Background: an optimization exercise with open tools, aiming at small area. Do not read the settings as production practice.
Only simulation tests tie the RTL to the original design; equivalence was not proved.

**flow/design.v**
```verilog
module b15(BE_n, Address, W_R_n, D_C_n, M_IO_n, ADS_n, Datai, Datao, CLOCK, NA_n, BS16_n, READY_n, HOLD, RESET);
input CLOCK;
input RESET;
input NA_n;
input BS16_n;
input READY_n;
input HOLD;
input [31:0] Datai;
output reg [3:0] BE_n;
output reg [31:0] Address;
output reg W_R_n;
output reg D_C_n;
output reg M_IO_n;
output reg ADS_n;
output reg [31:0] Datao;
wire signed [31:0] sDatai = Datai;	 
reg StateNA;
reg StateBS16;
reg RequestPending;
parameter Pending = 1'b1;
parameter NotPending = 1'b0;
reg NonAligned;
reg ReadRequest;
reg MemoryFetch;
reg CodeFetch;
reg [3:0] ByteEnable;
reg [31:0] DataWidth;
parameter WidthByte = 0;
parameter WidthWord = 1;
parameter WidthDword = 2;
reg [3:0] State;
parameter StateInit = 0;
parameter StateTi = 1;
parameter StateT1 = 2;
parameter StateT2 = 3;
parameter StateT1P = 4;
parameter StateTh = 5;
parameter StateT2P = 6;
parameter StateT2I = 7;
parameter ZERO = 0;
parameter ONE = 1;
parameter TWO = 2;
parameter THREE = 3;
reg signed[31:0] EAX;
reg signed[31:0] EBX;
reg signed[31:0] rEIP;
parameter REP = 'HF3;
parameter REPNE = 'HF2;
parameter LOCK = 'HF0;
parameter CSsop = 'H2E;
parameter SSsop = 'H36;
parameter DSsop = 'H3E;
parameter ESsop = 'H26;
parameter FSsop = 'H64;
parameter GSsop = 'H65;
parameter OPsop = 'H66;
parameter ADsop = 'H67;
parameter MOV_al_b = 'HB0;
parameter MOV_eax_dw = 'HB8;
parameter MOV_ebx_dw = 'HBB;
parameter MOV_ebx_eax = 'H89;
parameter MOV_eax_ebx = 'H8B;
parameter IN_al = 'HE4;
parameter OUT_al = 'HE6;
parameter ADD_al_b = 'H04;
parameter ADD_ax_w = 'H05;
parameter ROL_eax_b = 'HD1;
parameter ROL_al_1 = 'HD0;
parameter ROL_al_n = 'HC0;
parameter INC_eax = 'H40;
parameter INC_ebx = 'H43;
parameter JMP_rel_short = 'HEB;
parameter JMP_rel_near = 'HE9;
parameter JMP_intseg_immed = 'HEA;
parameter HLT = 'HF4;
parameter WAITx = 'H9B;
parameter NOP = 'H90;
parameter queue_size = 16;
parameter InstQueueLimit = queue_size-1;
parameter Si = 0;
parameter S1 = 1;
parameter S2 = 2;
parameter S3 = 3;
parameter S4 = 4;
parameter S5 = 5;
parameter S6 = 6;
parameter S7 = 7;
parameter S8 = 8;
parameter S9 = 9;
parameter FALSE = 1'b0;
parameter TRUE = 1'b1;
reg [31:0]InstQueue [0:queue_size-1];
reg [31:0] InstQueueRd_Addr;
reg [31:0] InstQueueWr_Addr;
reg signed [31:0] InstAddrPointer;
reg signed[31:0] PhyAddrPointer;
reg signed[31:0] TEMPORARY; 
reg Extended;
reg More;
reg Flush;
reg [31:0] lWord;
reg [31:0] uWord;
reg signed[31:0] fWord;
reg [3:0] State2;
always @(posedge CLOCK, posedge RESET) begin 
    if(RESET == 1'b1) begin
		BE_n <= 4'b0000;
		Address <= 0;
		W_R_n <= 1'b0;
		D_C_n <= 1'b0;
		M_IO_n <= 1'b0;
		ADS_n <= 1'b0;
		State <= StateInit;
		StateNA <= 1'b0;
		StateBS16 <= 1'b0;
		DataWidth <= 0;
		end else begin
		case(State)
			StateInit : begin
				D_C_n <= 1'b1;
				ADS_n <= 1'b1;
				State <= StateTi;
				StateNA <= 1'b1;
				StateBS16 <= 1'b1;
				DataWidth <= 2;
				State <= StateTi;
			end
			StateTi : begin
				if(RequestPending == Pending) begin
					State <= StateT1;
				end
				else if(HOLD == 1'b1) begin
					State <= StateTh;
				end
				else begin
					State <= StateTi;
				end
			end
			StateT1 : begin
				TEMPORARY = rEIP / 4;
				Address = TEMPORARY [29:0];
				BE_n <= ByteEnable;
				M_IO_n <= MemoryFetch;
				if(ReadRequest == Pending) begin
					W_R_n <= 1'b0;
				end
				else begin
					W_R_n <= 1'b1;
				end
				if(CodeFetch == Pending) begin
					D_C_n <= 1'b0;
				end
				else begin
					D_C_n <= 1'b1;
				end
				ADS_n <= 1'b0;
				State <= StateT2;
			end
			StateT2 : begin
				if(READY_n == 1'b0 && HOLD == 1'b0 && RequestPending == Pending) begin
					State <= StateT1;
				end
				else if(READY_n == 1'b1 && NA_n == 1'b1) begin
				end
				else if((RequestPending == Pending || HOLD == 1'b1) && (READY_n == 1'b1 && NA_n == 1'b0)) begin
					State <= StateT2I;
				end
				else if(RequestPending == Pending && HOLD == 1'b0 && READY_n == 1'b1 && NA_n == 1'b0) begin
					State <= StateT2P;
				end
				else if(RequestPending == NotPending && HOLD == 1'b0 && READY_n == 1'b0) begin
					State <= StateTi;
				end
				else if(HOLD == 1'b1 && READY_n == 1'b1) begin
					State <= StateTh;
				end
				else begin
					State <= StateT2;
				end
				StateBS16 <= BS16_n;
				if(BS16_n == 1'b0) begin
					DataWidth <= WidthWord;
				end
				else begin
					DataWidth <= WidthDword;
				end
				StateNA <= NA_n;
				ADS_n <= 1'b1;
			end
			StateT1P : begin
				if(NA_n == 1'b0 && HOLD == 1'b0 && RequestPending == Pending) begin
					State <= StateT2P;
				end
				else if(NA_n == 1'b0 && (HOLD == 1'b1 || RequestPending == NotPending)) begin
					State <= StateT2I;
				end
				else if(NA_n == 1'b1) begin
					State <= StateT2;
				end
				else begin
					State <= StateT1P;
				end
				StateBS16 <= BS16_n;
				if(BS16_n == 1'b0) begin
					DataWidth <= WidthWord;
				end
				else begin
					DataWidth <= WidthDword;
				end
				StateNA <= NA_n;
				ADS_n <= 1'b1;
			end
			StateTh : begin
				if(HOLD == 1'b0 && RequestPending == Pending) begin
					State <= StateT1;
				end
				else if(HOLD == 1'b0 && RequestPending == NotPending) begin
					State <= StateTi;
				end
				else begin
					State <= StateTh;
				end
			end
			StateT2P : begin
				TEMPORARY = rEIP / 2;
				Address = TEMPORARY [29:0];
				BE_n <= ByteEnable;
				M_IO_n <= MemoryFetch;
				if(ReadRequest == Pending) begin
				W_R_n <= 1'b0;
				end
				else begin
					W_R_n <= 1'b1;
				end
				if(CodeFetch == Pending) begin
					D_C_n <= 1'b0;
				end
				else begin
					D_C_n <= 1'b1;
				end
				ADS_n <= 1'b0;
				if(READY_n == 1'b0) begin
					State <= StateT1P;
				end
				else begin
					State <= StateT2P;
				end
			end
			StateT2I : begin
				if(READY_n == 1'b1 && RequestPending == Pending && HOLD == 1'b0) begin
					State <= StateT2P;
				end
				else if(READY_n == 1'b0 && HOLD == 1'b1) begin
					State <= StateTh;
				end
				else if(READY_n == 1'b0 && HOLD == 1'b0 && RequestPending == Pending) begin
					State <= StateT1;
				end
				else if(READY_n == 1'b0 && HOLD == 1'b0 && RequestPending == NotPending) begin
					State <= StateTi;
				end
				else begin
					State <= StateT2I;
				end
			end
		endcase
	end
end
integer i;
always @(posedge CLOCK, posedge RESET) begin  
    if(RESET == 1'b1) begin
		State2 = Si;
		for(i = 0; i<queue_size; i =i +1) begin
			InstQueue[i] = 0;
		end
		InstQueueRd_Addr = 0;
		InstQueueWr_Addr = 0;
		InstAddrPointer = 0;
		PhyAddrPointer = 0;
		Extended = FALSE;
		More = FALSE;
		Flush = FALSE;
		lWord = 0;
		uWord = 0;
		fWord = 0;
		CodeFetch <= 1'b0;
		Datao <= 0;
		EAX <= 0;
		EBX <= 0;
		rEIP <= 0;
		ReadRequest <= 1'b0;
		MemoryFetch <= 1'b0;
		RequestPending <= 1'b0;
		end else begin
		case(State2)
			Si : begin
				PhyAddrPointer = rEIP;
				InstAddrPointer = PhyAddrPointer;
				State2 = S1;
				rEIP <= 'HFFFF0;
				ReadRequest <= 1'b1;
				MemoryFetch <= 1'b1;
				RequestPending <= 1'b1;
			end
			S1 : begin
				RequestPending <= Pending;
				ReadRequest <= Pending;
				MemoryFetch <= Pending;
				CodeFetch <= Pending;
				if(READY_n == 1'b0) begin
					State2 = S2;
				end
				else begin
					State2 = S1;
				end
			end
			S2 : begin
				RequestPending <= NotPending;
				InstQueue[InstQueueWr_Addr] = Datai % (2 ** 8);
				InstQueueWr_Addr = (InstQueueWr_Addr + 1) % queue_size;
				InstQueue[InstQueueWr_Addr] = Datai % 2 ** 8;
				InstQueueWr_Addr = (InstQueueWr_Addr + 1) % queue_size;
				if(StateBS16 == 1'b1) begin
					TEMPORARY =  (sDatai / (2 ** 16));
					InstQueue[InstQueueWr_Addr] = TEMPORARY [7:0];
					InstQueueWr_Addr = (InstQueueWr_Addr + 1) % queue_size;
					TEMPORARY =  (sDatai / (2 ** 24));
					InstQueue[InstQueueWr_Addr] = TEMPORARY [7:0];
					InstQueueWr_Addr = (InstQueueWr_Addr + 1) % queue_size;
					PhyAddrPointer = PhyAddrPointer + 4;
					State2 = S5;
				end
				else begin
					PhyAddrPointer = PhyAddrPointer + 2;
					if((PhyAddrPointer < 0)) begin
						rEIP <=  -PhyAddrPointer;
					end
					else begin
						rEIP <= PhyAddrPointer;
					end
					State2 = S3;
				end
			end
			S3 : begin
				RequestPending <= Pending;
				if(READY_n == 1'b0) begin
					State2 = S4;
				end
				else begin
					State2 = S3;
				end
			end
			S4 : begin
				RequestPending <= NotPending;
				InstQueue[InstQueueWr_Addr] = Datai % (2 ** 8);
				InstQueueWr_Addr = (InstQueueWr_Addr + 1) % queue_size;
				InstQueue[InstQueueWr_Addr] = Datai % (2 ** 8);
				InstQueueWr_Addr = (InstQueueWr_Addr + 1) % queue_size;
				PhyAddrPointer = PhyAddrPointer + 2;
				State2 = S5;
			end
			S5 : begin
				case(InstQueue[InstQueueRd_Addr])
					NOP : begin
						InstAddrPointer = InstAddrPointer + 1;
						InstQueueRd_Addr = (InstQueueRd_Addr + 1) % queue_size;
						Flush = FALSE;
						More = FALSE;
					end
					OPsop : begin
						InstAddrPointer = InstAddrPointer + 1;
						InstQueueRd_Addr = (InstQueueRd_Addr + 1) % queue_size;
						Extended = TRUE;
						Flush = FALSE;
						More = FALSE;
					end
					JMP_rel_short : begin
						TEMPORARY = InstQueueWr_Addr - InstQueueRd_Addr;
						if(TEMPORARY >= 3) begin
							if((InstQueue[(InstQueueRd_Addr + 1)% queue_size]) > 127) begin
							PhyAddrPointer = InstAddrPointer + 1 - ((16'HFF - InstQueue[(InstQueueRd_Addr + 1)%queue_size]));
								InstAddrPointer = PhyAddrPointer;
							end
							else begin
							PhyAddrPointer = InstAddrPointer + 2 + (InstQueue[(InstQueueRd_Addr + 1)%queue_size]); 
								InstAddrPointer = PhyAddrPointer;
							end
							Flush = TRUE;
							More = FALSE;
						end
						else begin
							Flush = FALSE;
							More = TRUE;
						end
					end
					JMP_rel_near : begin
						TEMPORARY = InstQueueWr_Addr - InstQueueRd_Addr;
						if(TEMPORARY >= 5) begin
						PhyAddrPointer = InstAddrPointer + 5 + (InstQueue[(InstQueueRd_Addr + 1)%queue_size]); 
							InstAddrPointer = PhyAddrPointer;
							Flush = TRUE;
							More = FALSE;
						end
						else begin
							Flush = FALSE;
							More = TRUE;
						end
					end
					JMP_intseg_immed : begin
						InstAddrPointer = InstAddrPointer + 1;
						InstQueueRd_Addr = (InstQueueRd_Addr + 1) % queue_size;
						Flush = FALSE;
						More = FALSE; 
					end
					MOV_al_b : begin
						InstAddrPointer = InstAddrPointer + 1;
						InstQueueRd_Addr = (InstQueueRd_Addr + 1) % queue_size; 
						Flush = FALSE;
						More = FALSE;
					end
					MOV_eax_dw : begin
						TEMPORARY = InstQueueWr_Addr - InstQueueRd_Addr;
						if(TEMPORARY >= 5) begin 
						EAX <= (InstQueue[(InstQueueRd_Addr + 4)%queue_size]) * (2 ** 23) + (InstQueue[(InstQueueRd_Addr + 3)%queue_size]) * (2 ** queue_size) + (InstQueue[(InstQueueRd_Addr + 2)%queue_size]) * (2 ** 8) + (InstQueue[(InstQueueRd_Addr + 1)%queue_size]); 
							More = FALSE;
							Flush = FALSE;
							InstAddrPointer = InstAddrPointer + 5;
							InstQueueRd_Addr = (InstQueueRd_Addr + 5) % queue_size;
						end
						else begin
							Flush = FALSE;
							More = TRUE;
						end
					end
					MOV_ebx_dw : begin
						TEMPORARY = InstQueueWr_Addr - InstQueueRd_Addr;
						if(TEMPORARY >= 5) begin
						EBX <= (InstQueue[(InstQueueRd_Addr + 4)% 16]) * (2 ** 23) + (InstQueue[(InstQueueRd_Addr + 3)%16]) * (2 ** queue_size) + (InstQueue[(InstQueueRd_Addr + 2)%queue_size]) * (2 ** 8) + (InstQueue[(InstQueueRd_Addr + 1)%1]); 
							More = FALSE;
							Flush = FALSE;
							InstAddrPointer = InstAddrPointer + 5;
							InstQueueRd_Addr = (InstQueueRd_Addr + 5) % queue_size;
						end
						else begin
							Flush = FALSE;
							More = TRUE;
						end
					end
					MOV_eax_ebx : begin
						TEMPORARY = InstQueueWr_Addr - InstQueueRd_Addr;
						if(TEMPORARY >= 2) begin
							if((EBX < 0)) begin
								rEIP <=  -EBX;
							end
							else begin
								rEIP <= EBX;
							end
							RequestPending <= Pending;
							ReadRequest <= Pending;
							MemoryFetch <= Pending;
							CodeFetch <= NotPending;
							if(READY_n == 1'b0) begin
								RequestPending <= NotPending;
								uWord = Datai % (2 ** 15);
								if(StateBS16 == 1'b1) begin
									lWord = Datai % (2 ** 16);
								end
								else begin
									rEIP <= rEIP + 2;
									RequestPending <= Pending;
									if(READY_n == 1'b0) begin
										RequestPending <= NotPending;
										lWord = Datai % (2 ** 16);
									end
								end
								if(READY_n == 1'b0) begin
									EAX <= uWord * (2 ** 16) + lWord;
									More = FALSE;
									Flush = FALSE;
									InstAddrPointer = InstAddrPointer + 2;
									InstQueueRd_Addr = (InstQueueRd_Addr + 2) % queue_size; 
								end
							end
						end
						else begin
							Flush = FALSE;
							More = TRUE;
						end
					end
					MOV_ebx_eax : begin
						TEMPORARY = InstQueueWr_Addr - InstQueueRd_Addr;
						if(TEMPORARY >= 2) begin
							if(EBX < 0) begin
								rEIP <= EBX;
							end
							else begin
								rEIP <= EBX;
							end
							lWord = EAX [15:0];
							TEMPORARY = EAX / (2 ** 16);
							uWord = TEMPORARY [14:0];
							RequestPending <= Pending;
							ReadRequest <= NotPending;
							MemoryFetch <= Pending;
							CodeFetch <= NotPending;
							if(State == StateT1 || State == StateT1P) begin
								Datao <= uWord * (2 ** 16) + lWord;
								if(READY_n == 1'b0) begin
									RequestPending <= NotPending;
									if(StateBS16 == 1'b0) begin
										rEIP <= rEIP + 2;
										RequestPending <= Pending;
										ReadRequest <= NotPending;
										MemoryFetch <= Pending;
										CodeFetch <= NotPending;
										State2 = S6;
									end
									More = FALSE;
									Flush = FALSE;
									InstAddrPointer = InstAddrPointer + 2; 
									InstQueueRd_Addr = (InstQueueRd_Addr + 2) % queue_size;
								end
							end
						end
						else begin
							Flush = FALSE;
							More = TRUE;
						end
					end
					IN_al : begin
						TEMPORARY = InstQueueWr_Addr - InstQueueRd_Addr;
						if(TEMPORARY >= 2) begin
							rEIP <= InstQueueRd_Addr + 1;
							RequestPending <= Pending;
							ReadRequest <= Pending;
							MemoryFetch <= NotPending;
							CodeFetch <= NotPending;
							if(READY_n == 1'b0) begin
								RequestPending <= NotPending;
								EAX <= Datai;
								InstAddrPointer = InstAddrPointer + 2;
								InstQueueRd_Addr = (InstQueueRd_Addr + 2) % queue_size;
								Flush = FALSE;
								More = FALSE;
							end
						end
						else begin
							Flush = FALSE;
							More = TRUE;
						end
					end
					OUT_al : begin
						TEMPORARY = InstQueueWr_Addr - InstQueueRd_Addr;
						if(TEMPORARY >= 2) begin
							rEIP <= InstQueueRd_Addr + 1;
							RequestPending <= Pending;
							ReadRequest <= NotPending;
							MemoryFetch <= NotPending;
							CodeFetch <= NotPending;
							if(State == StateT1 || State == StateT1P) begin
								fWord = EAX [15:0]; 
								Datao <= fWord;
								if(READY_n == 1'b0) begin
									RequestPending <= NotPending;
									InstAddrPointer = InstAddrPointer + 2;
									InstQueueRd_Addr = (InstQueueRd_Addr + 2) % queue_size; 
									Flush = FALSE;
									More = FALSE;
								end
							end
						end
						else begin
							Flush = FALSE;
							More = TRUE;
						end
					end
					ADD_al_b : begin
						InstAddrPointer = InstAddrPointer + 1;
						InstQueueRd_Addr = (InstQueueRd_Addr + 1) % queue_size; 
						Flush = FALSE;
						More = FALSE;
					end
					ADD_ax_w : begin
						InstAddrPointer = InstAddrPointer + 1;
						InstQueueRd_Addr = (InstQueueRd_Addr + 1) % queue_size; 
						Flush = FALSE;
						More = FALSE;
					end
					ROL_al_1 : begin
						InstAddrPointer = InstAddrPointer + 2;
						InstQueueRd_Addr = (InstQueueRd_Addr + 2) % queue_size; 
						Flush = FALSE;
						More = FALSE;
					end
					ROL_al_n : begin
						InstAddrPointer = InstAddrPointer + 2;
						InstQueueRd_Addr = (InstQueueRd_Addr + 2) % queue_size; 
						Flush = FALSE;
						More = FALSE;
					end
					INC_eax : begin
						EAX <= EAX + 1;
						InstAddrPointer = InstAddrPointer + 1;
						InstQueueRd_Addr = (InstQueueRd_Addr + 1) % queue_size; 
						Flush = FALSE;
						More = FALSE;
					end
					INC_ebx : begin
						EBX <= EBX + 1;
						InstAddrPointer = InstAddrPointer + 1;
						InstQueueRd_Addr = (InstQueueRd_Addr + 1) % queue_size; 
						Flush = FALSE;
						More = FALSE;
					end
					default : begin
						InstAddrPointer = InstAddrPointer + 1;
						InstQueueRd_Addr = (InstQueueRd_Addr + 1) % queue_size; 
						Flush = FALSE;
						More = FALSE;
					end
				endcase
				if(!(InstQueueRd_Addr < InstQueueWr_Addr) || (((InstQueueLimit - InstQueueRd_Addr) < 4) || Flush || More)) begin
					State2 = S7;
				end
			end
			S6 : begin
				Datao <= uWord * (2 ** 16) + lWord;
				if(READY_n == 1'b0) begin
					RequestPending <= NotPending;
					State2 = S5;
				end
			end
			S7 : begin
				if(Flush) begin
					InstQueueRd_Addr = 1;
					InstQueueWr_Addr = 1;
					if((InstAddrPointer < 0)) begin
						fWord =  -InstAddrPointer;
					end
					else begin
						fWord = InstAddrPointer;
					end
					if((fWord % 2) == 1) begin
						InstQueueRd_Addr = (InstQueueRd_Addr + (fWord % 4)) % queue_size; 
					end
				end
				if((InstQueueLimit - InstQueueRd_Addr) < 3) begin
					State2 = S8;
					InstQueueWr_Addr = 0;
				end
				else begin
					State2 = S9;
				end
			end
			S8 : begin
				if(InstQueueRd_Addr <  InstQueueLimit ) begin 
					InstQueue[InstQueueWr_Addr] = InstQueue[InstQueueRd_Addr];
					InstQueueRd_Addr = (InstQueueRd_Addr + 1) % queue_size;
					InstQueueWr_Addr = (InstQueueWr_Addr + 1) % queue_size;
					State2 = S8;
				end
				else begin
					InstQueueRd_Addr = 0; 
					State2 = S9;
				end
			end
			S9 : begin
				rEIP <= PhyAddrPointer;
				State2 = S1;
			end
		endcase
	end
end
always @(posedge CLOCK, posedge RESET) begin
    if(RESET == 1'b1) begin
		ByteEnable <= 4'b0000;
		NonAligned <= 1'b0;
		end else begin
		case(DataWidth)
			WidthByte : begin
				case (rEIP [1:0])
					ZERO : begin
						ByteEnable <= 4'b1110;
					end
					ONE : begin
						ByteEnable <= 4'b1101;
					end
					TWO : begin
						ByteEnable <= 4'b1011;
					end
					THREE : begin
						ByteEnable <= 4'b0111;
					end
					default : begin
					end
				endcase
			end
			WidthWord : begin
				case (rEIP [1:0])
					ZERO : begin
						ByteEnable <= 4'b1100;
						NonAligned <= NotPending;
					end
					ONE : begin
						ByteEnable <= 4'b1001;
						NonAligned <= NotPending;
					end
					TWO : begin
						ByteEnable <= 4'b0011;
						NonAligned <= NotPending;
					end
					THREE : begin
						ByteEnable <= 4'b0111;
						NonAligned <= Pending;
					end
					default : begin
					end
				endcase
			end
			WidthDword : begin
				case (rEIP [1:0])
					ZERO : begin
						ByteEnable <= 4'b0000;
						NonAligned <= NotPending;
					end
					ONE : begin
						ByteEnable <= 4'b0001;
						NonAligned <= Pending;
					end
					TWO : begin
						NonAligned <= Pending;
						ByteEnable <= 4'b0011;
					end
					THREE : begin
						NonAligned <= Pending;
						ByteEnable <= 4'b0111;
					end
					default : begin
					end
				endcase
			end
			default : begin
			end
		endcase
	end
end
endmodule
```
**flow/config.mk**
```make
export PLATFORM = sky130hd
export DESIGN_NAME = b15
export DESIGN_NICKNAME = b15
export VERILOG_FILES = /design/flow/design.v
export SDC_FILE = /design/flow/constraint.sdc
export NUM_CORES = 4
export LEC_CHECK = 0
export CAP_MARGIN = 20
export CORE_MARGIN = 2
export CORE_UTILIZATION = 40
export SLEW_MARGIN = 20
```
**flow/constraint.sdc**
```tcl
create_clock -name core_clock -period 10.0 [get_ports {CLOCK}]
set_input_delay 2.0000 -clock core_clock [delete_from_list [all_inputs] [get_ports {CLOCK}]]
set_output_delay 2.0000 -clock core_clock [all_outputs]
set_load 0.01 [all_outputs]
```
**flow/run.sh**
```bash
#!/bin/bash
# synth_recipe.tcl (not shown) runs the flow's synth.tcl, then flattens the netlist and writes it again
# the make line also repeats each setting of config.mk as NAME=value (left out here)
make -C /OpenROAD-flow-scripts/flow DESIGN_CONFIG=/design/flow/config.mk WORK_HOME=/design/flow/orfs CLKGATE_MAP_FILE= SYNTH_SCRIPT=/design/flow/synth_recipe.tcl finish
```
==> results.txt <==
[critical path, cell delays in order (launching register included)]
cell and delay, ns:
dfrtp_1 0.76, ha_1 0.42, and3b_2 1.00, nor4_2 0.33, buf_4 0.33, a22o_1 0.24
a221oi_1 0.27, nand4_1 0.15, a21oi_1 0.51, a21oi_1 0.38, ha_1 0.38, ha_1 0.53
nand2_1 0.17, o31a_1 0.35, o2bb2ai_1 0.19, o31ai_1 0.28, buf_4 0.18, o211ai_1 0.17
a31oi_1 0.55, a31o_2 0.31, o211ai_1 0.14, and3_1 0.21, o31ai_1 0.28, a21oi_1 0.11
o31a_1 0.26, o21ai_0 0.16
[metal layers]
layer / track usage / wire length (µm) / vias to the layer above
met1: 0.5733 / 162500 / 40017
li1: - / - / 33451
met2: 0.7229 / 191700 / 6698
met4: 0.3999 / 47270 / 24
met3: 0.1748 / 57670 / 2032
met5: 0 / 162 / -
[synth_stat cells, drive strengths merged, types with 20 or more instances]
cell and instances:
nand4 132, ha 268, or4 25, nand2b 42, o21ai 984, a211oi 65, clkbuf 639, a22o 340
a21oi 663, nor4 58, nor2 685, or3 54, mux2i 235, a222oi 162, a221o 23, nor2b 21
o2111ai 26, a21o 75, a221oi 130, o211ai 42, and2 76, o31ai 39, a41oi 28, fa 51
nand3 214, or2 45, inv 264, a31oi 75, o22ai 201, buf 160, o21bai 22, o21a 36
a22oi 406, dfrtp 827, xnor2 260, nor3 154, and3 84, o221ai 20, nand2 1023, xor2 150
[final timing paths]
path                                                  from                         endpoint  cells past startpoint
setup / recovery           InstQueueRd_Addr[2]$_DFFE_PP0P_  InstAddrPointer[31]$_DFFE_PP0P_                     25
hold / removal                         BE_n[3]$_DFFE_PP0N_              BE_n[3]$_DFFE_PP0N_                      2
setup reg to reg           InstQueueRd_Addr[2]$_DFFE_PP0P_  InstAddrPointer[31]$_DFFE_PP0P_                     25
hold reg to reg                        BE_n[3]$_DFFE_PP0N_              BE_n[3]$_DFFE_PP0N_                      2
max in group asynchronous                            RESET    InstQueue[12][30]$_DFFE_PP0P_                      5
min in group asynchronous                            RESET            Datao[12]$_DFFE_PP0P_                      2
[state kept, by name (all words and copies together) (netlist names), 3 cells and up, named ones only]
name,flops
InstQueue,512
EAX,32
EBX,32
InstAddrPointer,32
InstQueueRd_Addr,32
PhyAddrPointer,32
rEIP,32
Datao,31
Address,30
lWord,16
uWord,15
BE_n,4
ByteEnable,4
State2,4
InstQueueWr_Addr,3
State,3
[final cells by class]
cell class	count	area, µm²
timing repair buffer	492	4145
antenna	19	47.55
clock inverter	62	847.1
fill	17602	96670
clock buffer	136	2904
inverter	267	1006
multi-input combinational	7154	46870
tap	2340	2928
sequential	827	20690
[metrics by stage]
step                      instances  setup WS [ns]  utilization
after floorplan                9047         -3.358            -
after global placement        11074          1.675       0.4286
after detailed placement      11076          1.597       0.4287
after CTS                     11274          1.498       0.4500
after global routing          11278         0.8798       0.4508
final                         11297          1.138       0.4511
[cells by family (layout without fill, tap and decap cells)]
logic type,count (synthesis),count (layout),share of synthesized area
buf+inv,1066,957,0.05890
other cells,1,22,0.00005290
simple gates,2668,2668,0.1718
flops,827,827,0.2920
fa+ha+maj,319,319,0.06171
xor+xnor,410,410,0.05103
compound gates,3506,3506,0.3292
mux,248,248,0.03541
==> results.txt <==
max cap viols 0; First-pass DRT Iterations 13; core area 176100 µm²; WL final 459300 µm; Detail Placement HPWL 325200 µm; clk buf depth 3; sequential fraction of the synthesis area 0.2920; r2r setup slk 1.14 ns; Num CTS Buffers 105; Cells after Synth 9045; most common cell after layout, fill and taps aside nand2_1; # IOs 110; Ys Warns 2; root buf cell clkbuf_16; crit path time final 8.862 ns; Max H-tree Level 3; Fmax 0.1128 GHz; DRT iter0 DRCs 13.62k; pin count of the biggest net entering global routing 164; nets@finish 9204; Startpoint Class flip-flop; Synth area leader dfrtp_1; period utilization 0.8862; setup repair after global routing missed its margin no; DR vias/cell 7.278; Slew Limit Fails 0; Avg Inst Size Synth 7.837 µm²; Synth Cell Area 70880 µm²; Slew Limit Headroom 0.09260; Final Hold Fails 0; Hold/Removal Path Class reg2reg; worst skew pair latency 0.83 ns; Final ANT Viol Nets 0; CTS tree built; Async S/R FF share, synth 1.000; DRC violations left 0; Sink Count 827; Resized cells post-CTS 0; Post-synth EDFFs 0; WS Path Type reg2reg; row cnt 154; crit path capture type flip-flop; DR WL/cell 40.66 µm; clk slew on worst S/H paths 0.06 ns; GP Congestion 1.084; Hold WS 0.4739 ns; via count 82.22k; arrival time worst endpoint 9.55 ns; Yosys cell types 106; buffers added on ports 106; TNS Setup 0 ns; hold buffers post-CTS 0; post-route cell area 79450 µm²; endpoints failing setup 0; critical-path maximum fanout 36; CP required 10.69 ns; Area after DPL 75500 µm²; outcome finished clean; die area 180600 µm²; Synth Flop Type dfrtp_1; gr usage total 0.4907; initial antenna violation count 29; global-route wire length before repair 627000 µm; clk_skew 0.06863 ns; highest-count cells in the layout ignoring fill and taps nand2_1 (1009), o21ai_0 (946), dfrtp_1 (827); post-CTS setup buffer count 0; Layout area overhead 12.08%; aggregate global routing overflow 0; Slew @ Worst Pin 1.361 ns; Die Span Y 425.0 µm; initial core utilization 0.4025; Synth top area share 0.2920; vias in the first global route 76.31k; Die Wd 425.0 µm; share of layout cells above drive strength 1 0.09040; Synth area leaders dfrtp_1 (29%), o21ai_0 (6.7%), nand2_1 (5.4%); Seq cells post-synth 827

-- afterwards: timing with drivers on the ports --
The flow's constraints put no driver on any port. The routed layout listed below was extracted and timed again, unchanged, in two steps.
Step 1 (the two cells are an assumption about what drives the block):
set clk [get_ports {CLOCK}]
set_driving_cell -lib_cell sky130_fd_sc_hd__clkbuf_16 $clk
set_driving_cell -lib_cell sky130_fd_sc_hd__buf_2 [delete_from_list [all_inputs] $clk]
Step 2 moves the port delays by t, midway between the first and last clock arrival at a register: inputs arrive t later, outputs are due t later. That takes back most of the time a late clock gives input paths.
Three values: ideal ports, drivers, drivers and shift; two values: the first two.
t (ns): 0.895
setup WS [ns]: 1.138 / 1.138 / 1.138
hold WS [ns]: 0.474 / 0.474 / 0.474
worst register clock-pin slew, ns: 0.07 / 0.07
cell pins on the clock port's net: 1
After both steps this run still meets setup and hold. The setup slack of this run moves by 0.000 ns with the drivers and by 0.000 ns with both steps.
